Context: an optimization exercise on an open-source flow, tuned for small area and a short achievable clock period. The choices shown serve that exercise and are no tape-out recipe. Where RTL was checked, it was by simulation tests only, not by an equivalence proof against the original. For run 1, only the layout was checked, not whether the RTL still works. No activity file was given, so power comes from the tool's default toggle rates.

==> design.v <==
module ee201_debouncer(CLK, RESET, PB, MCEN);
input CLK, RESET;
input PB;
output MCEN;
parameter N_dc = 12;
localparam
 INI     = 3'd0,
 WQ      = 3'd1,
 WH      = 3'd2,
 CCEN_st = 3'd3,
 CCR     = 3'd4,
 WFCR    = 3'd5,
 SCEN_st = 3'd6,
 MCEN_st = 3'd7;
reg [2:0] state;
reg [11:0] debounce_count;
assign MCEN = state[2] & state[1];
wire t_quarter = (debounce_count == 12'h352);
wire t_half    = (debounce_count == 12'hc83);
always @(posedge CLK) begin
	case (state)
	INI, SCEN_st, MCEN_st, CCR: debounce_count <= 12'h001;
	default: debounce_count <= {debounce_count[10:0],
		debounce_count[11] ^ debounce_count[5] ^ debounce_count[3] ^ debounce_count[0]};
	endcase
	if (RESET)
		state <= INI;
	else
		case (state)
		INI:     if (PB) state <= WQ;
		WQ:      if (!PB) state <= INI;
		         else if (t_quarter) state <= SCEN_st;
		SCEN_st: state <= WH;
		WH:      if (!PB) state <= CCR;
		         else if (t_half) state <= MCEN_st;
		MCEN_st: state <= CCEN_st;
		CCEN_st: if (!PB) state <= CCR;
		         else if (t_quarter) state <= MCEN_st;
		CCR:     state <= WFCR;
		WFCR:    if (PB) state <= WH;
		         else if (t_quarter) state <= INI;
		endcase
end
endmodule
`timescale 1ns / 1ps
module game_logic (
	input clk,
	input BtnR,
	input BtnL,
	input BtnC,
	input Reset,
	input rst,
	input [6:0] hq_n,             
	input [3:0] hr_n,
	input [9:0] v_n,
	input bright_n,
	input stars_n,
	output reg [4:0] colour,      
	output reg [5:0] k,           
	output reg [5:0] bk,          
	output reg bvalid,
	output reg [9:0] ben_v,
	output reg [6:0] eq,          
	output reg [3:0] er,
	output [9:0] enemy1_y,
	output [63:0] bq_all,         
	output [35:0] br_all,
	output [89:0] by_all,
	output [8:0] en_all,
	output [8:0] dead_all,        
	output reg game_over,
	output splash_screen);
	wire o_CCEN, L_MCEN, C_MCEN;
	ee201_debouncer #(.N_dc(12)) ee201_debouncer_1
		(.CLK(clk), .RESET(Reset | rst), .PB(BtnR), .MCEN(o_CCEN));
	ee201_debouncer #(.N_dc(12)) ffee201_debouncer_2
		(.CLK(clk), .RESET(Reset | rst), .PB(BtnL), .MCEN(L_MCEN));
	ee201_debouncer #(.N_dc(12)) ggee201_debouncer_3
		(.CLK(clk), .RESET(Reset | rst), .PB(BtnC), .MCEN(C_MCEN));
	reg [9:1] ey;
	reg [9:1] dead;
	reg [5:0]  div_clk;    
	reg [7:0]  div_clk2;   
	reg [6:0]  div_clk3;   
	reg [17:0] div_clk4;   
	reg g1, g2, g3;        
	reg [12:0] div_clk5;   
	reg [3:0]  wave;       
	reg ben;
	reg bounce;
	reg boundary;
	reg [9:1] en;
	reg [2:0] random_number;
	reg [6:0] bq [1:9];
	reg [3:0] br [1:9];
	reg [9:0] by [1:9];
	assign enemy1_y = {ey, 1'b0};
	assign dead_all = dead;
	assign en_all = en;
	assign splash_screen = &dead;
	genvar gi;
	generate for (gi = 1; gi <= 9; gi = gi + 1) begin : outs
		assign bq_all[7*gi-1 -: 7] = bq[gi];
		assign br_all[4*gi-1 -: 4] = br[gi];
		assign by_all[10*gi-1 -: 10] = by[gi];
	end endgenerate
	wire mvR = o_CCEN;
	wire mvL = ~o_CCEN & L_MCEN;
	wire fire = ~o_CCEN & ~L_MCEN & C_MCEN & ~ben;
	wire kup = mvR & (k <= 6'd60);         
	wire kdn = mvL & (k >= 6'd1);          
	wire [5:0] k1 = kup ? k + 6'd1 : kdn ? k - 6'd1 : k;
	wire ben1 = ben | fire;
	wire tick1 = ben1 & (div_clk == 6'h1a);           
	wire [5:0] div_clk_n = ~ben1 ? div_clk : tick1 ? 6'h01 : {div_clk[4:0], div_clk[5] ^ div_clk[4]};
	wire lost = tick1 & ~fire & (ben_v == 10'd35);
	wire [9:0] bv2 = (fire | lost) ? (tick1 & ~lost ? 10'd399 : 10'd400) :
	                 tick1 ? ben_v - 10'd1 : ben_v;
	wire ben2 = ben1 & ~lost;
	function [2:0] cols;   
		input [5:0] b;
		input [6:0] q;
		input [3:0] r;
		reg [7:0] u;       
		reg [6:0] t;       
		begin
			u = {2'b0, b} + 8'd18 - {1'b0, q};
			t = {u[2:0], 3'b0} + {u[2:0], 1'b0} + 7'd9 - {3'b0, r};
			if (u > 8'd7) cols = 3'b000;
			else begin
				cols[0] = (t >= 7'd34) && (t <= 7'd54);
				cols[1] = (t >= 7'd9) && (t <= 7'd29);
				cols[2] = (t >= 7'd59) && (t <= 7'd79);
			end
		end
	endfunction
	function [2:0] rows;   
		input [9:0] d;     
		begin
			rows[0] = (d == 10'd20);
			rows[1] = (d == 10'd999);
			rows[2] = (d == 10'd974);
		end
	endfunction
	wire [2:0] oc_bk = bvalid ? cols(bk, eq, er) : 3'b000;
	wire [2:0] oc_k = cols(k, eq, er);
	wire [2:0] oc = fire ? oc_k : oc_bk;
	wire [9:0] dvy = ben_v - enemy1_y;
	wire [2:0] rw_0 = rows(dvy);                     
	wire [2:0] rw_1 = rows(dvy - 10'd1);             
	wire [2:0] arw = rows(10'd400 - enemy1_y);
	wire [2:0] rw_399 = rows(10'd399 - enemy1_y);
	wire [2:0] orw = (fire | lost) ? (tick1 & ~lost ? rw_399 : arw) : tick1 ? rw_1 : rw_0;
	wire [2:0] ac = cols(k1, eq, er);
	wire [9:1] hit_o, hit_a;
	generate for (gi = 0; gi < 9; gi = gi + 1) begin : hits
		assign hit_o[gi+1] = oc[gi % 3] & orw[gi / 3] & ~dead[gi+1];
		assign hit_a[gi+1] = ac[gi % 3] & arw[gi / 3] & ~dead[gi+1];
	end endgenerate
	wire [9:1] prior;    
	assign prior[1] = 1'b0;
	generate for (gi = 2; gi <= 9; gi = gi + 1) begin : pre
		assign prior[gi] = prior[gi-1] | hit_o[gi-1];
	end endgenerate
	wire [9:1] killed = (prior & hit_a) | (~prior & hit_o);
	wire any_hit = |hit_o;
	wire [9:1] dead3 = dead | killed;
	reg move_due;
	always @(*)
		case (wave)
		4'd0: move_due = div_clk2 >= 8'd199;
		4'd1: move_due = div_clk2 >= 8'd174;
		4'd2: move_due = div_clk2 >= 8'd149;
		4'd3: move_due = div_clk2 >= 8'd124;
		4'd4: move_due = div_clk2 >= 8'd99;
		4'd5: move_due = div_clk2 >= 8'd74;
		4'd6: move_due = div_clk2 >= 8'd49;
		4'd7: move_due = div_clk2 >= 8'd24;
		4'd8: move_due = 1'b1;
		default: move_due = 1'b0;
		endcase
	wire [7:0] div_clk2_n = move_due ? 8'd0 : div_clk2 + 8'd1;
	wire turn = move_due & bounce;
	wire bnd4 = turn ? ~boundary : boundary;
	wire [9:1] ey4 = turn ? ey + 9'd5 : ey;
	wire [9:0] y4 = {ey4, 1'b0};
	wire at_right = (eq > 7'd76) || (eq == 7'd76 && er >= 4'd3);    
	wire at_left  = (eq < 7'd14) || (eq == 7'd14 && er <= 4'd5);    
	reg [6:0] eq4;
	reg [3:0] er4;
	always @(*)
		if (~move_due) begin
			eq4 = eq; er4 = er;
		end else if (bnd4) begin
			if (er == 4'd9) begin eq4 = eq + 7'd1; er4 = 4'd0; end
			else begin eq4 = eq; er4 = er + 4'd1; end
		end else begin
			if (er == 4'd0) begin eq4 = eq - 7'd1; er4 = 4'd9; end
			else begin eq4 = eq; er4 = er - 4'd1; end
		end
	wire bounce4 = ~move_due ? bounce : bnd4 ? at_right : at_left;
	wire tick3 = (div_clk3 == 7'h35);                  
	wire [6:0] div_clk3_n = tick3 ? 7'h01 : {div_clk3[5:0], div_clk3[6] ^ div_clk3[5]};
	wire c49 = (div_clk4 == 18'h0a1a4), c99 = (div_clk4 == 18'h3aa71);
	wire c149 = (div_clk4 == 18'h08d32), c199 = (div_clk4 == 18'h39925);
	reg fire_due;
	always @(*)
		case (wave)
		4'd0: fire_due = c199;
		4'd1: fire_due = c149 | g3;
		4'd2: fire_due = c99 | g2;
		4'd3: fire_due = c49 | g1;
		4'd4: fire_due = 1'b1;
		default: fire_due = 1'b0;
		endcase
	wire [17:0] div_clk4_n = fire_due ? 18'h00001 : {div_clk4[16:0], div_clk4[17] ^ div_clk4[10]};
	wire [2:0] rn = fire_due ? {random_number[1:0], random_number[2] ^ random_number[1]} : random_number;
	wire [9:1] sel = {rn == 3'd7, rn == 3'd7, rn == 3'd6, rn == 3'd5, rn == 3'd4, rn == 3'd3, rn == 3'd2, rn == 3'd1, rn == 3'd1};
	wire [9:1] shootA = {9{fire_due}} & ~dead & sel;
	wire [9:1] shoot = shootA & ~killed;
	wire [6:0] fq_M = (er4 >= 4'd2) ? eq4 + 7'd1 : eq4;
	wire [3:0] fr_M = (er4 >= 4'd2) ? er4 - 4'd2 : er4 + 4'd8;
	wire [6:0] fq_L = (er4 >= 4'd3) ? eq4 - 7'd1 : eq4 - 7'd2;
	wire [3:0] fr_L = (er4 >= 4'd3) ? er4 - 4'd3 : er4 + 4'd7;
	wire [6:0] fq_R = (er4 >= 4'd7) ? eq4 + 7'd4 : eq4 + 7'd3;
	wire [3:0] fr_R = (er4 >= 4'd7) ? er4 - 4'd7 : er4 + 4'd3;
	wire [9:0] fy_B = y4, fy_M = y4 - 10'd25, fy_T = y4 - 10'd50;
	wire [6:0] kp = {1'b0, k1} + 7'd14;
	function pwin;
		input [6:0] q;
		input [3:0] r;
		input [6:0] kp;
		reg [6:0] e;
		begin
			e = q - kp;
			pwin = (e <= 7'd3) || (e == 7'd4 && r == 4'd0) || (e == 7'h7f && r >= 4'd5);
		end
	endfunction
	function yhit;
		input [9:0] y;
		yhit = (y >= 10'd390) && (y <= 10'd440);
	endfunction
	wire [2:0] xf = {pwin(fq_R, fr_R, kp), pwin(fq_L, fr_L, kp), pwin(fq_M, fr_M, kp)};
	wire [2:0] yf = {yhit(fy_T), yhit(fy_M), yhit(fy_B)};
	wire [9:1] en_n, phit, stop_v;
	wire [9:0] by5_v [1:9];
	wire [6:0] bq_n [1:9];
	wire [3:0] br_n [1:9];
	wire [9:0] by_n [1:9];
	generate for (gi = 1; gi <= 9; gi = gi + 1) begin : eb
		localparam C = (gi - 1) % 3, R = (gi - 1) / 3;
		wire step = tick3 & en[gi];
		wire stop = step & (by[gi] >= 10'd516);
		wire mv = step & ~stop;
		wire [9:0] by5 = mv ? by[gi] + 10'd1 : by[gi];
		assign stop_v[gi] = stop;
		assign by5_v[gi] = by5;
		assign bq_n[gi] = ~shoot[gi] ? bq[gi] : (C == 0) ? fq_M : (C == 1) ? fq_L : fq_R;
		assign br_n[gi] = ~shoot[gi] ? br[gi] : (C == 0) ? fr_M : (C == 1) ? fr_L : fr_R;
		assign by_n[gi] = ~shoot[gi] ? by5 : (R == 0) ? fy_B : (R == 1) ? fy_M : fy_T;
		assign en_n[gi] = shoot[gi] | (en[gi] & ~stop);
		wire vh = mv ? (by[gi] >= 10'd389) && (by[gi] <= 10'd439) : yhit(by[gi]);
		assign phit[gi] = shoot[gi] ? (xf[C] & yf[R]) : (en[gi] & vh & pwin(bq[gi], br[gi], kp));
	end endgenerate
	wire all_dead = &dead3;
	wire wave_end = (div_clk5 == 13'h0b43);
	wire [12:0] div_clk5_n = wave_end ? 13'h0001 : ~all_dead ? div_clk5 :
		{div_clk5[11:0], div_clk5[12] ^ div_clk5[3] ^ div_clk5[2] ^ div_clk5[0]};
	function t_player;    
		input [6:0] hq;
		input [3:0] hr;
		input [9:0] v;
		input [5:0] k;
		reg [7:0] dp;
		begin
			dp = {1'b0, hq} - 8'd14 - {2'b0, k};
			t_player =
				((dp <= 8'd3) && v >= 10'd420 && v <= 10'd440) ||
				((dp == 8'd1 || dp == 8'd2) && v >= 10'd400 && v <= 10'd410) ||
				(((dp == 8'd1 && hr >= 4'd5) || (dp == 8'd2 && hr <= 4'd4)) && v >= 10'd410 && v <= 10'd420);
		end
	endfunction
	function t_bullet;    
		input [6:0] hq;
		input [3:0] hr;
		input [9:0] v;
		input valid;
		input [5:0] b;
		input [9:0] bv;
		reg [7:0] db;
		reg [4:0] dx;
		reg [10:0] dv;    
		begin
			db = {1'b0, hq} - 8'd15 - {2'b0, b};
			dx = (db == 8'd0) ? {1'b0, hr} - 5'd5 : (db == 8'd1) ? {1'b0, hr} + 5'd5 : 5'b11111;
			dv = {1'b0, v} - {1'b0, bv};
			t_bullet = valid && (
				((dx >= 5'd4) && (dx <= 5'd5) && (dv >= 11'd12) && (dv <= 11'd20) && ~dv[10]) ||
				((dx >= 5'd2) && (dx <= 5'd7) && (dv >= 11'd6) && (dv <= 11'd12) && ~dv[10]) ||
				((dx <= 5'd9) && (dv <= 11'd6)) ||
				((dx >= 5'd2) && (dx <= 5'd7) && ((dv >= 11'h7fe) || (dv == 11'd0))));
		end
	endfunction
	function [2:0] t_cols;    
		input [6:0] hq;
		input [3:0] hr;
		input [6:0] q;
		input [3:0] r;
		reg [7:0] u;        
		reg [6:0] t;        
		begin
			u = {1'b0, hq} + 8'd3 - {1'b0, q};
			t = {u[3:0], 3'b0} + {u[3:0], 1'b0} + {3'b0, hr} + 7'd9 - {3'b0, r};
			t_cols[0] = (u <= 8'd8) && (t >= 7'd39) && (t <= 7'd59);
			t_cols[1] = (u <= 8'd8) && (t >= 7'd14) && (t <= 7'd34);
			t_cols[2] = (u <= 8'd8) && (t >= 7'd64) && (t <= 7'd84);
		end
	endfunction
	function [2:0] t_rows;    
		input [9:0] v;        
		input [9:0] y;
		reg [10:0] d;
		begin
			d = {1'b0, v} - {1'b0, y};
			t_rows[0] = ~d[10] && (d <= 11'd20);
			t_rows[1] = (d >= 11'h7e7) && (d <= 11'h7fb);    
			t_rows[2] = (d >= 11'h7ce) && (d <= 11'h7e2);    
		end
	endfunction
	function t_hin;
		input [6:0] hq, hq1;
		input [3:0] hr;
		input [6:0] q;
		input [3:0] r;
		reg [4:0] dh;
		begin
			dh = {1'b0, hr} - {1'b0, r};
			t_hin = (~dh[4] & (dh[3:0] <= 4'd5) & (hq == q)) |
			        (dh[4] & (dh[3:0] >= 4'd6) & (dh[3:0] <= 4'd11) & (hq1 == q));
		end
	endfunction
	function t_vin;
		input [6:0] va, va1;
		input [2:0] vb;
		input [9:0] y;
		reg [3:0] dv;
		begin
			dv = {1'b0, vb} - {1'b0, y[2:0]};
			t_vin = (dv[2:0] <= 3'd5) & (dv[3] ? (va1 == y[9:3]) : (va == y[9:3]));
		end
	endfunction
	wire [6:0] hq1_n = hq_n - 7'd1;
	wire [6:0] va_n = v_n[9:3], va1_n = v_n[9:3] - 7'd1;
	wire [5:0] k_n = wave_end ? 6'd20 : k1;
	wire [6:0] eq_n = wave_end ? 7'd34 : eq4;
	wire [3:0] er_n = wave_end ? 4'd0 : er4;
	wire [9:0] y_n = wave_end ? 10'd84 : y4;
	wire bul_alt = t_bullet(hq_n, hr_n, v_n, 1'b1, k1, 10'd400);
	wire bul_org = t_bullet(hq_n, hr_n, v_n, fire | bvalid, fire ? k : bk, bv2);
	wire [2:0] xin_f = {t_hin(hq_n, hq1_n, hr_n, fq_R, fr_R), t_hin(hq_n, hq1_n, hr_n, fq_L, fr_L), t_hin(hq_n, hq1_n, hr_n, fq_M, fr_M)};
	wire [2:0] yin_f = {t_vin(va_n, va1_n, v_n[2:0], fy_T), t_vin(va_n, va1_n, v_n[2:0], fy_M), t_vin(va_n, va1_n, v_n[2:0], fy_B)};
	wire [9:1] eb_hold, eb_fire;
	generate for (gi = 1; gi <= 9; gi = gi + 1) begin : ebf
		localparam C = (gi - 1) % 3, R = (gi - 1) / 3;
		assign eb_fire[gi] = xin_f[C] & yin_f[R];
		assign eb_hold[gi] = en[gi] & ~stop_v[gi] & t_hin(hq_n, hq1_n, hr_n, bq[gi], br[gi]) &
		                     t_vin(va_n, va1_n, v_n[2:0], by5_v[gi]);
	end endgenerate
	wire p_n = t_player(hq_n, hr_n, v_n, k_n);
	wire bu_n = any_hit ? bul_alt : bul_org;
	wire bb_n = any_hit | (bv2 >= 10'd399);
	wire [2:0] c_n = t_cols(hq_n, hr_n, eq_n, er_n);
	wire [2:0] r_n = t_rows(v_n, y_n);
	wire [9:1] e_n = {c_n[2] & r_n[2], c_n[1] & r_n[2], c_n[0] & r_n[2],
	                  c_n[2] & r_n[1], c_n[1] & r_n[1], c_n[0] & r_n[1],
	                  c_n[2] & r_n[0], c_n[1] & r_n[0], c_n[0] & r_n[0]};
	wire [9:1] b_n = (shoot & eb_fire) | (~shoot & eb_hold);
	wire [9:1] dead_n = wave_end ? 9'd0 : dead3;
	wire go_n = game_over | (|phit);
	wire splash_n = &dead_n;
	wire e_any = |e_n;
	wire e_white = |(e_n & ~dead_n & 9'b111111110);
	wire e_green = e_n[1] & ~dead_n[1];
	wire [9:1] b_first;
	assign b_first[1] = b_n[1];
	generate for (gi = 2; gi <= 9; gi = gi + 1) begin : bf
		assign b_first[gi] = b_n[gi] & ~|b_n[gi-1:1];
	end endgenerate
	wire b_any = |b_n;
	wire b_white = |(b_first & ~dead_n);
	wire low_white = e_any ? e_white : b_any ? b_white : stars_n;
	wire low_green = e_any & e_green;
	wire [4:0] col_n =
		~bright_n ? 5'b00000 :
		go_n ? 5'b11010 :
		splash_n ? 5'b01100 :
		p_n ? 5'b00011 :
		bu_n ? (bb_n ? 5'b00000 : 5'b10000) :
		low_green ? 5'b01100 :
		low_white ? 5'b11111 : 5'b00000;
	always @(posedge clk)
		colour <= col_n;
	integer i;
	always @(posedge clk) begin
		for (i = 1; i <= 9; i = i + 1) begin
			bq[i] <= bq_n[i];
			br[i] <= br_n[i];
			by[i] <= by_n[i];
		end
		if (rst) begin
			k <= 6'd20;             
			bk <= 6'd0;
			bvalid <= 1'b0;
			ben_v <= 10'd0;
			eq <= 7'd34;            
			er <= 4'd0;
			ey <= 9'd42;            
			dead <= 9'd0;
			game_over <= 1'b0;
			div_clk <= 6'h01;
			div_clk2 <= 8'd0;
			div_clk3 <= 7'h01;
			div_clk4 <= 18'h00001;
			g1 <= 1'b0; g2 <= 1'b0; g3 <= 1'b0;
			div_clk5 <= 13'h0001;
			wave <= 4'd0;
			ben <= 1'b0;
			bounce <= 1'b1;
			boundary <= 1'b0;
			en <= 9'd0;
			random_number <= 3'd1;
		end else begin
			ben_v <= any_hit ? 10'd400 : bv2;
			if (any_hit) begin
				bk <= k1; bvalid <= 1'b1;
			end else if (fire) begin
				bk <= k; bvalid <= 1'b1;
			end
			ben <= ben2 & ~any_hit;
			div_clk <= div_clk_n;
			div_clk2 <= div_clk2_n;
			div_clk3 <= div_clk3_n;
			div_clk4 <= div_clk4_n;
			g1 <= ~fire_due & (g1 | c49);
			g2 <= ~fire_due & (g2 | c99);
			g3 <= ~fire_due & (g3 | c149);
			div_clk5 <= div_clk5_n;
			random_number <= rn;
			boundary <= bnd4;
			en <= en_n;
			game_over <= game_over | (|phit);
			if (wave_end) begin
				if (wave != 4'd9) wave <= wave + 4'd1;
				dead <= 9'd0;
				k <= 6'd20;
				eq <= 7'd34;
				er <= 4'd0;
				ey <= 9'd42;
				bounce <= 1'b1;
			end else begin
				dead <= dead3;
				k <= k1;
				eq <= eq4;
				er <= er4;
				ey <= ey4;
				bounce <= bounce4;
			end
		end
	end
endmodule
module display_controller(
	input clk,
	input rst,
	output hSync, vSync,
	output reg bright,
	output reg [6:0] hq,
	output reg [3:0] hr,
	output reg [9:0] vCount,
	output reg [6:0] hq_n,       
	output reg [3:0] hr_n,
	output reg [9:0] v_n,
	output reg bright_n,         
	output stars_n,              
	output [1:0] div_out,
	output stars
	);
	reg [1:0] div;
	wire clk25_en = (div == 2'd0);
	assign div_out = div;
	reg [4:0] s17, v17;
	reg [3:0] v13;
	always @(posedge clk)
		if (rst)
			div <= 2'd0;
		else
			div <= div + 2'd1;
	wire h_end = (hq == 7'd79) && (hr == 4'd9);       
	wire [4:0] v17_inc = (v17 == 5'd16) ? 5'd0 : v17 + 5'd1;
	always @(posedge clk) begin
		hq <= hq_n;
		hr <= hr_n;
		vCount <= v_n;
		if (rst) begin
			s17 <= 0;
			v17 <= 0;
			v13 <= 0;
		end else if (clk25_en) begin
			if (!h_end)
				s17 <= (s17 == 5'd16) ? 5'd0 : s17 + 5'd1;
			else if (vCount < 10'd524) begin
				v17 <= v17_inc;
				s17 <= v17_inc;
				v13 <= (v13 == 4'd12) ? 4'd0 : v13 + 4'd1;
			end else begin
				s17 <= 0;
				v17 <= 0;
				v13 <= 0;
			end
		end
	end
	always @(*) begin
		hq_n = hq; hr_n = hr; v_n = vCount;
		if (rst) begin
			hq_n = 0; hr_n = 0; v_n = 0;
		end else if (clk25_en) begin
			if (!h_end) begin
				if (hr == 4'd9) begin hr_n = 0; hq_n = hq + 7'd1; end
				else hr_n = hr + 4'd1;
			end else begin
				hq_n = 0; hr_n = 0;
				v_n = (vCount < 10'd524) ? vCount + 10'd1 : 10'd0;
			end
		end
	end
	reg [4:0] s17_n;
	reg [3:0] v13_n;
	always @(*) begin
		s17_n = s17; v13_n = v13;
		if (rst) begin
			s17_n = 0; v13_n = 0;
		end else if (clk25_en) begin
			if (!h_end)
				s17_n = (s17 == 5'd16) ? 5'd0 : s17 + 5'd1;
			else if (vCount < 10'd524) begin
				s17_n = v17_inc;
				v13_n = (v13 == 4'd12) ? 4'd0 : v13 + 4'd1;
			end else begin
				s17_n = 0; v13_n = 0;
			end
		end
	end
	assign stars_n = (s17_n == 5'd0) && (v13_n == 4'd0);
	assign hSync = (hq < 7'd9) || (hq == 7'd9 && hr < 4'd6);    
	assign vSync = (vCount < 2) ? 1 : 0;
	assign stars = (s17 == 5'd0) && (v13 == 4'd0);
	wire h_vis = ((hq > 7'd14) || (hq == 7'd14 && hr > 4'd3)) &&
	             ((hq < 7'd78) || (hq == 7'd78 && hr < 4'd4));
	always @(*)
		if (rst)
			bright_n = 0;
		else if (clk25_en)
			bright_n = h_vis && vCount > 10'd34 && vCount < 10'd516;
		else
			bright_n = bright;
	always @(posedge clk)
		bright <= bright_n;
endmodule
`timescale 1ns / 1ps
module vga_bitchange(
	input clk,
	input rst,
	input bright_n,
	input BtnC,
	input button,
	input BtnR,
	input BtnL,
	input [6:0] hq_n,
	input [3:0] hr_n,
	input [9:0] v_n,
	input stars_n,
	output reg [11:0] rgb,
	output [15:0] score
	);
	parameter BLACK = 12'b0000_0000_0000;
	parameter WHITE = 12'b1111_1111_1111;
	parameter RED   = 12'b1111_0000_0000;
	parameter GREEN = 12'b0000_1111_0000;
	parameter BLUE  = 12'b0000_0000_1111;
	parameter PINK  = 12'b1111_1100_1101;
	wire [4:0] colour;
	wire game_over, splash_screen;
	wire [8:0] dead;
	assign score = 16'd0;
	game_logic gl(.clk(clk), .rst(rst), .BtnR(BtnR), .BtnL(BtnL), .BtnC(BtnC), .Reset(button),
		.hq_n(hq_n), .hr_n(hr_n), .v_n(v_n), .bright_n(bright_n), .stars_n(stars_n),
		.colour(colour),
		.k(), .bk(), .bvalid(), .ben_v(), .eq(), .er(), .enemy1_y(),
		.bq_all(), .br_all(), .by_all(), .en_all(), .dead_all(dead),
		.game_over(game_over), .splash_screen(splash_screen));
	always @(*)
		rgb = {{4{colour[4]}}, {2{colour[3]}}, {2{colour[2]}}, {2{colour[1]}}, colour[0], colour[1]};
endmodule
module counter(
	input clk,
	input rst,
	input [15:0] displayNumber,
	input [1:0] low,             
	output reg [3:0] anode,
	output [6:0] ssdOut
	);
	reg [8:0] refresh_hi;        
	always @(posedge clk)
		if (rst)
			refresh_hi <= 9'd0;
		else if (low == 2'b11)
			refresh_hi <= refresh_hi + 9'd1;
	always @(*)
		case (refresh_hi[8:7])
		2'b00: anode = 4'b0111;
		2'b01: anode = 4'b1011;
		2'b10: anode = 4'b1101;
		2'b11: anode = 4'b1110;
		endcase
	assign ssdOut = 7'b0000001;
endmodule
`timescale 1ns / 1ps
module vga_top(
	input ClkPort,
	input Reset,
	input BtnC,
	input BtnU,
	input BtnR,
	input BtnL,
	output hSync, vSync,
	output [3:0] vgaR, vgaG, vgaB,
	output An0, An1, An2, An3, An4, An5, An6, An7,
	output Ca, Cb, Cc, Cd, Ce, Cf, Cg, Dp,
	output QuadSpiFlashCS
	);
	wire bright;
	wire [6:0] hq, hq_n;
	wire [3:0] hr, hr_n;
	wire [9:0] vc, v_n;
	wire [15:0] score;
	wire [6:0] ssdOut;
	wire [3:0] anode;
	wire [11:0] rgb;
	wire [1:0] div;
	wire stars, bright_n, stars_n;
	display_controller dc(.clk(ClkPort), .rst(Reset), .hSync(hSync), .vSync(vSync), .bright(bright),
		.hq(hq), .hr(hr), .vCount(vc), .hq_n(hq_n), .hr_n(hr_n), .v_n(v_n), .bright_n(bright_n), .stars_n(stars_n), .div_out(div), .stars(stars));
	vga_bitchange vbc(.clk(ClkPort), .rst(Reset), .bright_n(bright_n), .BtnC(BtnC), .button(BtnU), .BtnR(BtnR), .BtnL(BtnL),
		.hq_n(hq_n), .hr_n(hr_n), .v_n(v_n), .stars_n(stars_n), .rgb(rgb), .score(score));
	counter cnt(.clk(ClkPort), .rst(Reset), .displayNumber(score), .low(div), .anode(anode), .ssdOut(ssdOut));
	assign Dp = 1;
	assign {Ca, Cb, Cc, Cd, Ce, Cf, Cg} = ssdOut[6:0];
	assign {An7, An6, An5, An4, An3, An2, An1, An0} = {4'b1111, anode};
	assign vgaR = rgb[11:8];
	assign vgaG = rgb[7:4];
	assign vgaB = rgb[3:0];
	assign QuadSpiFlashCS = 1'b1;
endmodule
==> run.sh <==
#!/bin/bash
# synth_recipe.tcl (not shown) runs the flow's synth.tcl, then flattens the netlist and writes it again
# the make line also repeats each setting of config.mk as NAME=value (left out here)
make -C /OpenROAD-flow-scripts/flow DESIGN_CONFIG=/design/flow/config.mk WORK_HOME=/design/flow/orfs CLKGATE_MAP_FILE= SYNTH_SCRIPT=/design/flow/synth_recipe.tcl finish
==> config.mk <==
export PLATFORM = sky130hd
export DESIGN_NAME = vga_top
export DESIGN_NICKNAME = vga_top
export VERILOG_FILES = /design/flow/design.v
export SDC_FILE = /design/flow/constraint.sdc
export NUM_CORES = 4
export LEC_CHECK = 0
export CAP_MARGIN = 20
export CORE_MARGIN = 2
export CORE_UTILIZATION = 40
export SLEW_MARGIN = 20
==> constraint.sdc <==
create_clock -name core_clock -period 30.0 [get_ports {ClkPort}]
set_input_delay 6.0000 -clock core_clock [delete_from_list [all_inputs] [get_ports {ClkPort}]]
set_output_delay 6.0000 -clock core_clock [all_outputs]
set_load 0.01 [all_outputs]
==> out/results.txt, run 1 <==
The final critical path takes up 40.6% of the cycle. In the synthesized netlist the dominant register cell turns out to be sky130_fd_sc_hd__dfxtp_1. Entering global routing, the biggest net connects 52 pins. The tools report the via count of the first global-routing pass as 34250.

Static timing analysis puts the maximum clock frequency at 82.1 MHz. The number of setup violations in the final report is 0, and the clock-pin slew of the registers on the worst-case setup and hold paths is 60 ps. For the warning count from the yosys run, the log shows 8.

For the count of final hold-check violations, the log shows 0. VDD sags by at most 0.0409 mV. The wire length of the first global-routing pass is 205 mm, and the required time at the worst-slack endpoint is 30570 ps. A synthesized cell averages 8.40 sq um. The clock sink count was 413.

The wire-length estimate of the detail-placed layout is 101 mm. The initial cell density of the core was 40.3%. The number of gates resized after CTS was 0. The buffer depth of the longest clock path is 3. Input and output buffers added on the ports amount to 23.

The final-stage net count came out at 5241. The worst register-to-register path ends at vbc.gl.colour[2]$_SDFF_PP0_. The placeable core region was 0.0999 sq mm. Adding up every negative setup slack in the final design gives 0 ps.

The run gives 0.963 as the placer's final routability congestion estimate. The setup check on the worst reg-to-reg path leaves a slack of 20420 ps. The tools report the worst max-slew margin expressed relative to the limit as 23.7%. The die span in x was 321 um.

The global-route congestion overflow total was 0; the filler cell count was 9921. The final critical delay including setup and external delays came out at 12180 ps. The worst hold path begins at dc.div[0]$_SDFF_PP0_.

STA classifies the critical path startpoint as an input port. In the final layout, the share of cells above drive strength 1 is 5.99%. Power spread over the standard cell area amounts to 30.9 mW/mm^2. The logs give 6108 for the count of non-filler cells in the finished layout and 37 for the number of ports placed on the die boundary.

In this run the worst path has a maximum fanout of 39. In this run the remaining antenna-violating nets after routing total 0. By instance count, the leading cell after synthesis is sky130_fd_sc_hd__xnor2_1. Of all flip-flops after synthesis, the portion carrying an async set or reset was 0%. Synthesis produced a netlist whose cell count is 4792. The cell count after placement is 6012, and the quantity of hold-fixing buffers added after cts is 0.

The transition time at the pin with the least slew margin is 1140 ps. After detailed placement, the total cell area comes to 0.0420 sq mm. For this design the static power due to leakage is 17.6 nW. The initial antenna violation count is 3. The die area is 0.103 sq mm, and the iteration-0 DRC count of the detailed router is 3333. The tools report the buffer cell driving the clock tree root as sky130_fd_sc_hd__clkbuf_16.

The aggregate routed wire length came out at 134 mm. The final clock skew was 47.7 ps. For the number of CTS-inserted buffers, the log shows 52. The source of the worst register-to-register timing path was vbc.gl.k[0]$_SDFF_PP0_. The run finished with no timing, DRC or antenna violations. The run gives 2 as the maximum level of the CTS H-tree.

STA classifies the critical path endpoint as a flip-flop. For the part of the Yosys area used for sequential elements, the log shows 23.0%. In the post-synthesis netlist, the biggest area contributors are sky130_fd_sc_hd__dfxtp_1 (16%), sky130_fd_sc_hd__ha_1 (13%), sky130_fd_sc_hd__xnor2_1 (9.6%). For the number of DRC violations after detailed routing, the log shows 0. Setup repair after global routing left no endpoint under its margin. The total count of max-transition violations in the final report was 0; the number of vias per cell was 5.95. The hold-critical path depth came out at 1. The worst hold path terminates at dc.div[0]$_SDFF_PP0_. The register cell area after layout is 0.00926 sq mm.

The die height came out at 321 um. In this run the worst hold path is classified as flip-flop to flip-flop. For the worst flop-to-flop path, the logic depth is 31. TritonCTS built the clock tree. STA puts the critical path data arrival time at 12750 ps. Across the run, the number of max-cap violations was 0.

Compared with the post-synthesis result, the final layout area differs by 8.87%. The mapped netlist covers 0.0402 sq mm. The dominant cell type by area after synthesis is sky130_fd_sc_hd__dfxtp_1. In this run, synthesis produced a sequential element count of 413.

By count the netlist is led by sky130_fd_sc_hd__xnor2_1 (440), sky130_fd_sc_hd__ha_1 (410), sky130_fd_sc_hd__inv_1 (326). The number of distinct standard cells referenced by the synthesized netlist was 120. The setup fix buffers added after clock tree synthesis was 0. The routed layout has 36340 vias. In this run the biggest area consumer among cell types represents 15.6% of the synthesized area.

The multi-input combinational cells in the finished layout cover a total of 0.0289 sq mm. The average wire per cell in the routed design works out to 22.0 um. The length of the first detailed-routing pass in iterations was 5; the number of synthesized flops with an enable pin was 99.

Global routing used 25.5% of the available tracks across all layers. For the number of rows created at floorplan, the log shows 116. The clock reaches the later pin of the worst-skew pair after 650 ps. After routing the design area is 0.0438 sq mm. By startpoint and endpoint, the worst setup path is classified as input port to flip-flop.
-- metal layers --
metal / vias to the layer above / wire (um) / GRT usage [%]
li1: 17224 / - / -
met1: 17272 / 57800 / 33.5
met2: 1508 / 59800 / 41.4
met3: 334 / 10400 / 4.03
met4: 2 / 6210 / 10.5
met5: - / 13 / 0
-- cells by family after synthesis --
kind of cell | share of synthesized area [%]
simple gates | 20.2
compound gates | 18.0
xor+xnor | 14.2
buf+inv | 5.49
fa+ha+maj | 15.6
flops | 23.0
mux | 3.55
other cells | 0.0187
-- worst max-delay path: stages --
cell and delay (ps):
sky130_fd_sc_hd__buf_4 530, sky130_fd_sc_hd__a31oi_1 110, sky130_fd_sc_hd__nand2_1 590, sky130_fd_sc_hd__inv_1 130, sky130_fd_sc_hd__ha_1 320, sky130_fd_sc_hd__ha_1 170
sky130_fd_sc_hd__inv_1 50, sky130_fd_sc_hd__fa_1 550, sky130_fd_sc_hd__inv_1 80, sky130_fd_sc_hd__fa_1 530, sky130_fd_sc_hd__inv_1 50, sky130_fd_sc_hd__fa_1 500
sky130_fd_sc_hd__inv_1 40, sky130_fd_sc_hd__ha_1 220, sky130_fd_sc_hd__fa_1 520, sky130_fd_sc_hd__or4_1 540, sky130_fd_sc_hd__o21ai_0 150, sky130_fd_sc_hd__and4_1 300
sky130_fd_sc_hd__nor2_1 80, sky130_fd_sc_hd__a32o_1 260, sky130_fd_sc_hd__o221a_2 140, sky130_fd_sc_hd__o31ai_1 60, sky130_fd_sc_hd__nor4_1 90, sky130_fd_sc_hd__a21oi_1 190
sky130_fd_sc_hd__nand4_1 140, sky130_fd_sc_hd__a21boi_1 210, sky130_fd_sc_hd__and3_1 170
-- flip-flops by register name (all words and copies together), names as in the netlist, 12 cells and up --
name and count:
vbc.gl.ee201_debouncer_1.debounce_count 12, vbc.gl.bq 63, vbc.gl.by 90, vbc.gl.br 36, vbc.gl.ffee201_debouncer_2.debounce_count 12, vbc.gl.div_clk4 18, vbc.gl.ggee201_debouncer_3.debounce_count 12, vbc.gl.div_clk5 13
-- power breakdown --
part	internal [W]	switching [W]	total, W
logic	0.0000356	0.0000568	0.0000924
registers	0.000573	0.00000756	0.000580
clock network	0.000404	0.000276	0.000680
total	0.00101	0.000340	0.00135
-- layout by cell type, fill, tap and decap left out, drive strengths merged, types with 21 or more instances in the layout --
master	instances
o21ai	173
nor2	325
xor2	187
clkdlybuf4s50	22
a211oi	40
nor4	90
or3	36
nor2b	42
mux2i	137
inv	337
nand2b	44
nand4	92
dfxtp	314
and3	64
nand3	139
a22oi	21
a21o	128
o211ai	35
edfxtp	99
ha	410
a31oi	64
clkinv	26
a21oi	285
xnor2	442
nor4b	34
or2	34
o31ai	23
fa	57
nand3b	24
nor3	137
o21bai	28
clkbuf	62
nand2	283
buf	91
and2	81
-- final cells by class --
cell class                 count  area share, %
multi-input combinational   3845           66.0
tap                         1298           3.71
clock inverter                33          0.985
sequential                   413           21.1
antenna                        1        0.00571
timing repair buffer         113           2.06
inverter                     343           2.94
clock buffer                  62           3.12
-- stage by stage --
| step | power (W) | worst slack, ps | utilization, % | hold WS, ps |
|---|---|---|---|---|
| floorplan | 0.000659 | 17700 | - | 402 |
| global placement | 0.000681 | 17250 | 42.1 | 419 |
| detailed placement | 0.000683 | 17270 | 42.1 | 428 |
| CTS | 0.00136 | 17910 | 43.9 | 450 |
| global route | 0.00140 | 17460 | 43.9 | 479 |
| finish | 0.00135 | 17820 | 43.9 | 440 |
-- worst max path at each step --
stage               start                     endpoint  depth (start not counted)
detailed placement  Reset  vbc.gl.colour[2]$_SDFF_PP0_                         26
global placement    Reset  vbc.gl.colour[0]$_SDFF_PP0_                         27
CTS                 Reset  vbc.gl.colour[0]$_SDFF_PP0_                         27
finish              Reset  vbc.gl.colour[0]$_SDFF_PP0_                         27
floorplan           Reset  vbc.gl.colour[0]$_SDFF_PP0_                         29
global route        Reset  vbc.gl.colour[0]$_SDFF_PP0_                         27
==> inputs of run 2 (changes only) <==
--- a/design.v
+++ b/design.v
@@ -367,9 +367,108 @@
 		                     t_vin(va_n, va1_n, v_n[2:0], by5_v[gi]);
 	end endgenerate
-	wire p_n = t_player(hq_n, hr_n, v_n, k_n);
-	wire bu_n = any_hit ? bul_alt : bul_org;
-	wire bb_n = any_hit | (bv2 >= 10'd399);
-	wire [2:0] c_n = t_cols(hq_n, hr_n, eq_n, er_n);
-	wire [2:0] r_n = t_rows(v_n, y_n);
+	function in8;           
+		input [7:0] x;
+		input integer off, lo, hi;
+		integer j;
+		begin
+			in8 = 1'b0;
+			for (j = lo; j <= hi; j = j + 1)
+				if (x == ((j + off) & 255)) in8 = 1'b1;
+		end
+	endfunction
+	function sin11;         
+		input [10:0] d;
+		input integer lo, hi;
+		reg [10:0] x;
+		begin
+			x = d ^ 11'h400;
+			sin11 = (x >= ((lo + 1024) & 2047)) && (x <= ((hi + 1024) & 2047));
+		end
+	endfunction
+	function t_pl;          
+		input [7:0] dp;
+		input integer off;
+		input [3:0] hr;
+		input [9:0] v;
+		t_pl = (in8(dp, off, 0, 3) && v >= 10'd420 && v <= 10'd440) ||
+		       (in8(dp, off, 1, 2) && v >= 10'd400 && v <= 10'd410) ||
+		       (((in8(dp, off, 1, 1) && hr >= 4'd5) || (in8(dp, off, 2, 2) && hr <= 4'd4)) && v >= 10'd410 && v <= 10'd420);
+	endfunction
+	wire [7:0] dp0 = {1'b0, hq_n} - 8'd14 - {2'b0, k};
+	wire [7:0] dpw = {1'b0, hq_n} - 8'd34;
+	wire p_n = wave_end ? t_pl(dpw, 0, hr_n, v_n) : kup ? t_pl(dp0, 1, hr_n, v_n) :
+	           kdn ? t_pl(dp0, -1, hr_n, v_n) : t_pl(dp0, 0, hr_n, v_n);
+	function [2:0] t_bx;
+		input [7:0] db;
+		input integer off;
+		input [3:0] hr;
+		begin
+			t_bx[2] = (in8(db, off, 0, 0) && hr >= 4'd5) || (in8(db, off, 1, 1) && hr <= 4'd4);
+			t_bx[1] = (in8(db, off, 0, 0) && hr >= 4'd7) || (in8(db, off, 1, 1) && hr <= 4'd2);
+			t_bx[0] = in8(db, off, 0, 0) && hr == 4'd9 || in8(db, off, 1, 1) && hr == 4'd0;
+		end
+	endfunction
+	function [3:0] t_by;
+		input [10:0] d;     
+		input integer adj;
+		begin
+			t_by[3] = sin11(d, 12 + adj, 20 + adj);
+			t_by[2] = sin11(d, 6 + adj, 12 + adj);
+			t_by[1] = sin11(d, 0 + adj, 6 + adj);
+			t_by[0] = sin11(d, -2 + adj, 0 + adj);
+		end
+	endfunction
+	function [3:0] t_byc;   
+		input [9:0] v;
+		input [9:0] y;
+		begin
+			t_byc[3] = v >= y + 10'd12 && v <= y + 10'd20;
+			t_byc[2] = v >= y + 10'd6 && v <= y + 10'd12;
+			t_byc[1] = v >= y && v <= y + 10'd6;
+			t_byc[0] = v >= y - 10'd2 && v <= y;
+		end
+	endfunction
+	function t_bul;
+		input [2:0] x;
+		input [3:0] y;
+		t_bul = (x[0] & y[3]) | (x[1] & y[2]) | (x[2] & y[1]) | (x[1] & y[0]);
+	endfunction
+	wire [7:0] dbk = {1'b0, hq_n} - 8'd15 - {2'b0, bk};
+	wire [7:0] dbs = {1'b0, hq_n} - 8'd15 - {2'b0, k};
+	wire [10:0] dvb = {1'b0, v_n} - {1'b0, ben_v};
+	wire [2:0] bx_bk = t_bx(dbk, 0, hr_n), bx_k = t_bx(dbs, 0, hr_n);
+	wire [2:0] bx_kp = t_bx(dbs, 1, hr_n), bx_km = t_bx(dbs, -1, hr_n);
+	wire [3:0] by_0 = t_by(dvb, 0), by_1 = t_by(dvb, -1);
+	wire [3:0] by_400 = t_byc(v_n, 10'd400), by_399 = t_byc(v_n, 10'd399);
+	wire [2:0] bx_o = fire ? bx_k : bx_bk;
+	wire [3:0] by_o = (fire | lost) ? (tick1 & ~lost ? by_399 : by_400) : tick1 ? by_1 : by_0;
+	wire [2:0] bx_a = kup ? bx_kp : kdn ? bx_km : bx_k;
+	wire bu_n = any_hit ? t_bul(bx_a, by_400) : ((fire | bvalid) & t_bul(bx_o, by_o));
+	wire bb_n = any_hit | fire | lost | (tick1 ? ben_v >= 10'd400 : ben_v >= 10'd399);
+	function [2:0] t_cl;
+		input [7:0] u;
+		input [6:0] te;
+		input integer s;    
+		begin
+			t_cl[0] = (u <= 8'd8) && (te >= 7'd39 + s) && (te <= 7'd59 + s);
+			t_cl[1] = (u <= 8'd8) && (te >= 7'd14 + s) && (te <= 7'd34 + s);
+			t_cl[2] = (u <= 8'd8) && (te >= 7'd64 + s) && (te <= 7'd84 + s);
+		end
+	endfunction
+	wire [7:0] ue = {1'b0, hq_n} + 8'd3 - {1'b0, eq};
+	wire [6:0] te = {ue[3:0], 3'b0} + {ue[3:0], 1'b0} + {3'b0, hr_n} + 7'd9 - {3'b0, er};
+	wire [2:0] c_n = wave_end ? t_cols(hq_n, hr_n, 7'd34, 4'd0) : ~move_due ? t_cl(ue, te, 0) :
+	                 bnd4 ? t_cl(ue, te, 1) : t_cl(ue, te, -1);
+	function [2:0] t_rw;
+		input [10:0] d;
+		input integer sh;
+		begin
+			t_rw[0] = sin11(d, 0 + sh, 20 + sh);
+			t_rw[1] = sin11(d, -25 + sh, -5 + sh);
+			t_rw[2] = sin11(d, -50 + sh, -30 + sh);
+		end
+	endfunction
+	wire [10:0] dye = {1'b0, v_n} - {1'b0, enemy1_y};
+	wire [2:0] r_n = wave_end ? t_rows(v_n, 10'd84) : turn ? t_rw(dye, 10) : t_rw(dye, 0);
 	wire [9:1] e_n = {c_n[2] & r_n[2], c_n[1] & r_n[2], c_n[0] & r_n[2],
 	                  c_n[2] & r_n[1], c_n[1] & r_n[1], c_n[0] & r_n[1],
@@ -472,9 +571,6 @@
 	input clk,
 	input rst,
-	output hSync, vSync,
+	output reg hSync, vSync,
 	output reg bright,
-	output reg [6:0] hq,
-	output reg [3:0] hr,
-	output reg [9:0] vCount,
 	output reg [6:0] hq_n,       
 	output reg [3:0] hr_n,
@@ -482,6 +578,5 @@
 	output reg bright_n,         
 	output stars_n,              
-	output [1:0] div_out,
-	output stars
+	output [1:0] div_out
 	);
 	reg [1:0] div;
@@ -490,4 +585,7 @@
 	reg [4:0] s17, v17;
 	reg [3:0] v13;
+	reg h_end;       
+	reg v_more;      
+	reg h_vis;       
 	always @(posedge clk)
 		if (rst)
@@ -495,42 +593,45 @@
 		else
 			div <= div + 2'd1;
-	wire h_end = (hq == 7'd79) && (hr == 4'd9);       
-	wire [4:0] v17_inc = (v17 == 5'd16) ? 5'd0 : v17 + 5'd1;
+	wire n_end = (hq_n == 7'd79) && (hr_n == 4'd9);
+	reg [6:0] hq_s;
+	reg [3:0] hr_s;
+	reg [9:0] v_s;
+	always @(*) begin
+		hq_s = hq_n; hr_s = hr_n; v_s = v_n;
+		if (!n_end) begin
+			if (hr_n == 4'd9) begin hr_s = 0; hq_s = hq_n + 7'd1; end
+			else hr_s = hr_n + 4'd1;
+		end else begin
+			hq_s = 0; hr_s = 0;
+			v_s = (v_n < 10'd524) ? v_n + 10'd1 : 10'd0;
+		end
+	end
 	always @(posedge clk) begin
-		hq <= hq_n;
-		hr <= hr_n;
-		vCount <= v_n;
 		if (rst) begin
-			s17 <= 0;
-			v17 <= 0;
-			v13 <= 0;
-		end else if (clk25_en) begin
-			if (!h_end)
-				s17 <= (s17 == 5'd16) ? 5'd0 : s17 + 5'd1;
-			else if (vCount < 10'd524) begin
-				v17 <= v17_inc;
-				s17 <= v17_inc;
-				v13 <= (v13 == 4'd12) ? 4'd0 : v13 + 4'd1;
-			end else begin
-				s17 <= 0;
-				v17 <= 0;
-				v13 <= 0;
-			end
+			hq_n <= 7'd0;
+			hr_n <= 4'd1;
+			v_n <= 10'd0;
+		end else if (div == 2'd3) begin
+			hq_n <= hq_s;
+			hr_n <= hr_s;
+			v_n <= v_s;
 		end
-	end
-	always @(*) begin
-		hq_n = hq; hr_n = hr; v_n = vCount;
 		if (rst) begin
-			hq_n = 0; hr_n = 0; v_n = 0;
-		end else if (clk25_en) begin
-			if (!h_end) begin
-				if (hr == 4'd9) begin hr_n = 0; hq_n = hq + 7'd1; end
-				else hr_n = hr + 4'd1;
-			end else begin
-				hq_n = 0; hr_n = 0;
-				v_n = (vCount < 10'd524) ? vCount + 10'd1 : 10'd0;
-			end
+			hSync <= 1'b1;
+			vSync <= 1'b1;
+			h_end <= 1'b0;
+			v_more <= 1'b1;
+			h_vis <= 1'b0;
+		end else if (div == 2'd0) begin
+			hSync <= (hq_n < 7'd9) || (hq_n == 7'd9 && hr_n < 4'd6);    
+			vSync <= v_n < 10'd2;
+			h_end <= n_end;
+			v_more <= v_n < 10'd524;
+			h_vis <= ((hq_n > 7'd14) || (hq_n == 7'd14 && hr_n > 4'd3)) &&
+			         ((hq_n < 7'd78) || (hq_n == 7'd78 && hr_n < 4'd4)) &&
+			         v_n > 10'd34 && v_n < 10'd516;
 		end
 	end
+	wire [4:0] v17_inc = (v17 == 5'd16) ? 5'd0 : v17 + 5'd1;
 	reg [4:0] s17_n;
 	reg [3:0] v13_n;
@@ -542,5 +643,5 @@
 			if (!h_end)
 				s17_n = (s17 == 5'd16) ? 5'd0 : s17 + 5'd1;
-			else if (vCount < 10'd524) begin
+			else if (v_more) begin
 				s17_n = v17_inc;
 				v13_n = (v13 == 4'd12) ? 4'd0 : v13 + 4'd1;
@@ -551,14 +652,17 @@
 	end
 	assign stars_n = (s17_n == 5'd0) && (v13_n == 4'd0);
-	assign hSync = (hq < 7'd9) || (hq == 7'd9 && hr < 4'd6);    
-	assign vSync = (vCount < 2) ? 1 : 0;
-	assign stars = (s17 == 5'd0) && (v13 == 4'd0);
-	wire h_vis = ((hq > 7'd14) || (hq == 7'd14 && hr > 4'd3)) &&
-	             ((hq < 7'd78) || (hq == 7'd78 && hr < 4'd4));
+	always @(posedge clk) begin
+		s17 <= s17_n;
+		v13 <= v13_n;
+		if (rst)
+			v17 <= 0;
+		else if (clk25_en && h_end)
+			v17 <= v_more ? v17_inc : 5'd0;
+	end
 	always @(*)
 		if (rst)
 			bright_n = 0;
 		else if (clk25_en)
-			bright_n = h_vis && vCount > 10'd34 && vCount < 10'd516;
+			bright_n = h_vis;
 		else
 			bright_n = bright;
@@ -639,7 +743,7 @@
 	);
 	wire bright;
-	wire [6:0] hq, hq_n;
-	wire [3:0] hr, hr_n;
-	wire [9:0] vc, v_n;
+	wire [6:0] hq_n;
+	wire [3:0] hr_n;
+	wire [9:0] v_n;
 	wire [15:0] score;
 	wire [6:0] ssdOut;
@@ -647,7 +751,7 @@
 	wire [11:0] rgb;
 	wire [1:0] div;
-	wire stars, bright_n, stars_n;
+	wire bright_n, stars_n;
 	display_controller dc(.clk(ClkPort), .rst(Reset), .hSync(hSync), .vSync(vSync), .bright(bright),
-		.hq(hq), .hr(hr), .vCount(vc), .hq_n(hq_n), .hr_n(hr_n), .v_n(v_n), .bright_n(bright_n), .stars_n(stars_n), .div_out(div), .stars(stars));
+		.hq_n(hq_n), .hr_n(hr_n), .v_n(v_n), .bright_n(bright_n), .stars_n(stars_n), .div_out(div));
 	vga_bitchange vbc(.clk(ClkPort), .rst(Reset), .bright_n(bright_n), .BtnC(BtnC), .button(BtnU), .BtnR(BtnR), .BtnL(BtnL),
 		.hq_n(hq_n), .hr_n(hr_n), .v_n(v_n), .stars_n(stars_n), .rgb(rgb), .score(score));
==> run 2 against run 1 <==
Net effect: final area grew 1.9%; synthesized area grew 2.0%; register-to-register slack gained 620 ps; via count grew 1.4%; clock skew shrank 6.0 ps; synthesized cell count grew 3.6%; hold slack lost 12 ps; critical endpoint unchanged; sequential share of layout area shrank 0.15 points; worst setup slack gained 3200 ps; critical path depth grew 5; clock power shrank 2%; fmax grew 36%.
==> out/results.txt, run 2 <==
The biggest area contributor in the post-synthesis netlist is sky130_fd_sc_hd__dfxtp_1. Global routing finished with a remaining overflow of 0. VDD sags by at most 0.0413 mV. Averaged over all synthesized cells, the footprint is 8.27 sq um. The run gives 0.00111 W as the internal power. Wire length of the first global-routing pass: 207 mm. For this run, asynchronously set or reset flops after synthesis account for 0%.

The post-route clock period utilization came out at 29.9%. In this run the worst path has a maximum fanout of 24. The warning count from the yosys run is 8.

The clock net in this run drives a total of 418 sinks. For the count of non-filler cells in the finished layout, the log shows 6329. The number of clock buffers added by TritonCTS is 51.

The register with the most flip-flops in the layout has 90 of them. For this run, the slowest stage of the critical path takes 690 ps. The post-synthesis xor/xnor area fraction was 14.5%. The slowest stage of the critical path is the sky130_fd_sc_hd__nor4_2 cell.

Largest family of logic cells by synthesized area: simple AND/OR/NAND/NOR gates. The number of rows created at floorplan came out at 117. Adding up every negative setup slack in the final design gives 0 ps. The transition time at the pin with the least slew margin is 1190 ps, and the number of setup violations in the final report is 0. The length of the first detailed-routing pass in iterations came out at 7. The run gives 0.000490 W as the net switching power.

The register with the most flip-flops in the final layout is vbc.gl.by. The run gives 0 as the total count of max-transition violations in the final report. The via count of the first global-routing pass was 34667; the number of synthesized flops with an enable pin was 99.

Combinational logic is responsible for 21.4% of the overall power. For the initial antenna violation count, the log shows 1. The region available for standard cell placement spans 0.102 sq mm. Synthesis produced 4964 cells. The residual antenna-violating net count after detailed routing came out at 0. The utilization after layout is 43.9%. Once the floorplan was initialized, standard cells occupied 40.4% of the core.

Worst min-delay path class: flip-flop to flip-flop. TritonCTS built the clock tree. After clock tree synthesis, the clock-pin slew on the worst setup and hold paths is 60 ps. For this run, the post-layout net count is 5401.

The number of antenna diodes in the final layout is 0. The die covers 0.105 sq mm. The run gives 0.0411 sq mm as the post-synthesis instance area.

The share of the synthesized area in the top cell type came out at 15.6%. Entering global routing, the biggest net connects 53 pins. The share of total power dissipated in sequential elements is 36.9%. In the final routed layout, each cell accounts on average for 21.4 um. The clock arrives with 41.7 ps of skew. Clock latency on the worst-skew pair, taken at its later pin, is 660 ps. The final route contains 36837 vias.

The multiplexer share of the synthesized area came out at 3.08%. The analysis attributes to cell leakage a power of 18.4 nW. Global routing used 24.9% of the available tracks across all layers. Dividing the detail-routed via count by the number of cells gives 5.82. For the clock network fraction of design power, the log shows 41.8%.

Of the total power, the share spent switching nets is 30.6%. The netlist uses 123 different library cells. CTS placed an instance of sky130_fd_sc_hd__clkbuf_16 at the clock tree root. The run finished with no timing, DRC or antenna violations. For the worst setup path, the data required time is 30560 ps. The most common cell after layout, fill and taps aside is sky130_fd_sc_hd__xnor2_1. The sort of element at the end of the critical path is a flip-flop. Leaving out fill and tap cells, the most frequent cells in the layout are sky130_fd_sc_hd__xnor2_1 (420), sky130_fd_sc_hd__ha_1 (418), sky130_fd_sc_hd__nor2_1 (352). Timing would allow up to 112 MHz. Summing the sequential cell areas from Yosys gives 22.8% of the chip area. The final critical delay including setup and external delays is 8960 ps.

By area the synthesized netlist is led by sky130_fd_sc_hd__dfxtp_1 (16%), sky130_fd_sc_hd__ha_1 (13%), sky130_fd_sc_hd__xnor2_1 (9.0%). STA classifies the critical path startpoint as a flip-flop. In this run, the number of DRC markers left after iteration 0 of detailed routing was 3116. The HPWL after detailed placement was 102 mm; the number of buffer cells added on primary ports was 23.

The congestion estimate from routability-driven global placement came to 0.960. The floorplan step set the die height to 324 um. For the aggregate routed wire length, the log shows 136 mm. The layout-stage area growth over the synthesis result was 8.72%; the power density over the cells was 35.9 mW/mm^2. Setup repair after global routing left no endpoint under its margin. Among all flip-flop cells after synthesis, the most frequent one is sky130_fd_sc_hd__dfxtp_1. Max-cap violations in this run came to 0. The number of hold buffers added after CTS was 0.

Synthesis inferred 418 register bits. After clock tree synthesis, the setup repair step added 0 buffers. By instance count, the cell type seen most on the critical path is sky130_fd_sc_hd__inv_1. The tools report the count of final hold-check violations as 0. Of the total synthesized cell area, the portion taken by full adders, half adders and majority gates is 15.6%. The synthesized netlist devotes 18.4% of its cell area to compound gates. The logs give 2 for the maximum level of the CTS H-tree and 20.6% for the worst max-slew margin expressed relative to the limit. By instance count, the leading cell after synthesis is sky130_fd_sc_hd__xnor2_1. After synthesis, the most frequently instantiated cells are sky130_fd_sc_hd__xnor2_1 (424), sky130_fd_sc_hd__ha_1 (418), sky130_fd_sc_hd__nor2_1 (353).

The tools report the buffer depth of the longest clock path as 3. Data arrives at the worst endpoint at 9520 ps. For this design the top-level I/O count stands at 37. From left edge to right edge, the die measures 324 um. Cells with a size suffix above 1 make up 6.03% of the layout.

The logs give 0 for the number of instances resized during post-cts repair and 6234 for the cell count after placement. The simple-gate share of the synthesized area was 20.0%. In the final layout, the registers with the most flip-flops are vbc.gl.by (90), vbc.gl.bq (63), vbc.gl.br (36).

Number of DRC violations after detailed routing: 0. Startpoint-to-endpoint class of the critical path: flip-flop to flip-flop.
-- run 2: cell count changes in the layout (fill, tap and decap cells not counted), sizes merged, moves of 15 or more --
cell   delta
a21oi    +61
and2     -25
and3     +40
inv      +23
mux2i    -22
nand2    +55
nor2     +31
nor4b    -20
or3      -15
xor2     +43
-- run 2: final timing paths --
path	from	to	slack, ps	cells past startpoint
setup / recovery	vbc.gl.k[1]$_SDFF_PP0_	vbc.gl.colour[0]$_SDFF_PP0_	21040	32
hold / removal	dc.div[0]$_SDFF_PP0_	dc.div[0]$_SDFF_PP0_	430	1
setup reg to reg	vbc.gl.k[1]$_SDFF_PP0_	vbc.gl.colour[0]$_SDFF_PP0_	21040	32
hold reg to reg	dc.div[0]$_SDFF_PP0_	dc.div[0]$_SDFF_PP0_	430	1
-- run 2: cell families after synthesis --
kind of cell               after synthesis
and+or+nand+nor                       1575
adders and majority gates              476
AOI/OAI and AO/OA                     1123
buffers and inverters                  580
xor gates and xnor gates               665
muxes                                  125
DFF                                    418
other                                    2
-- run 2: routing by layer --
layer,vias to the layer above,part of all wire (%),track usage (%)
met1,17538,45,34.2
li1,17666,-,-
met4,0,4.0,9.58
met5,-,0,0
met3,264,7.3,3.46
met2,1369,44,39.5
-- run 2: area by class of cell --
type	count	area, sq um
Timing Repair Buffer	113	903
Sequential cell	418	9370
Clock buffer	67	1450
Inverter	358	1340
Clock inverter	28	355
Multi-Input combinational cell	3977	29500
Tap cell	1368	1710
Fill cell	10139	57100
-- run 2: power by group through the flow --
stage / registers [W] / clock network [W] / logic, W
finish: 0.000591 / 0.000669 / 0.000342
global route: 0.000591 / 0.000705 / 0.000386
CTS: 0.000590 / 0.000683 / 0.000338
detailed placement: 0.000603 / 0 / 0.000335
global placement: 0.000603 / 0 / 0.000334
floorplan: 0.000600 / 0 / 0.000265
-- run 2: critical path, delay by kind of cell (launching register included) --
family                   cells  cell delay [ps]
flip-flops                   1              540
AND/OR/NAND/NOR              7             2130
AO/OA/AOI/OAI                9             1580
buffers and inverters        8             1860
XOR/XNOR                     1              260
adder cells (fa/ha/maj)      7             2450
-- run 2: per-stage QoR --
stage	total power, W	hold slack [ps]	area, sq um	setup WS [ps]
6_report	0.00160	428	44600	21040
5_1_grt	0.00168	459	44600	20270
4_1_cts	0.00161	434	44600	21100
3_5_place_dp	0.000938	420	42800	21100
3_3_place_gp	0.000936	415	42800	21220
2_1_floorplan	0.000865	402	41100	20840

-- static timing again, ports no longer ideal --
In the flow no input, the clock included, has a driving cell. The finished layouts below were timed again as built, in two steps.
Step 1 (the two cells are an assumption about what drives the block):
set clk [get_ports {ClkPort}]
set_driving_cell -lib_cell sky130_fd_sc_hd__clkbuf_16 $clk
set_driving_cell -lib_cell sky130_fd_sc_hd__buf_2 [delete_from_list [all_inputs] $clk]
Step 2 adds t to the input delays and takes it off the output delays; t is the mean of the earliest and latest rising clock arrival at the registers after step 1. Input paths then give back, and output paths get back, about the clock's delay inside the block.
Slacks: ideal / step 1 / step 2; pairs: ideal / step 1.
| run | shift t [ns] | setup slack, ns | worst setup path after step 2 | cell pins on the clock port's net |
|---|---|---|---|---|
| run 1 | 0.701 | 17.816 / 17.780 / 17.079 | input to register | 1 |
| run 2 | 0.710 | 21.036 / 21.036 / 21.036 | register to register | 1 |
After both steps every run listed still meets setup and hold. The setup slack of run 1, which loses most, moves by -0.036 ns with the drivers and by -0.737 ns with both steps.
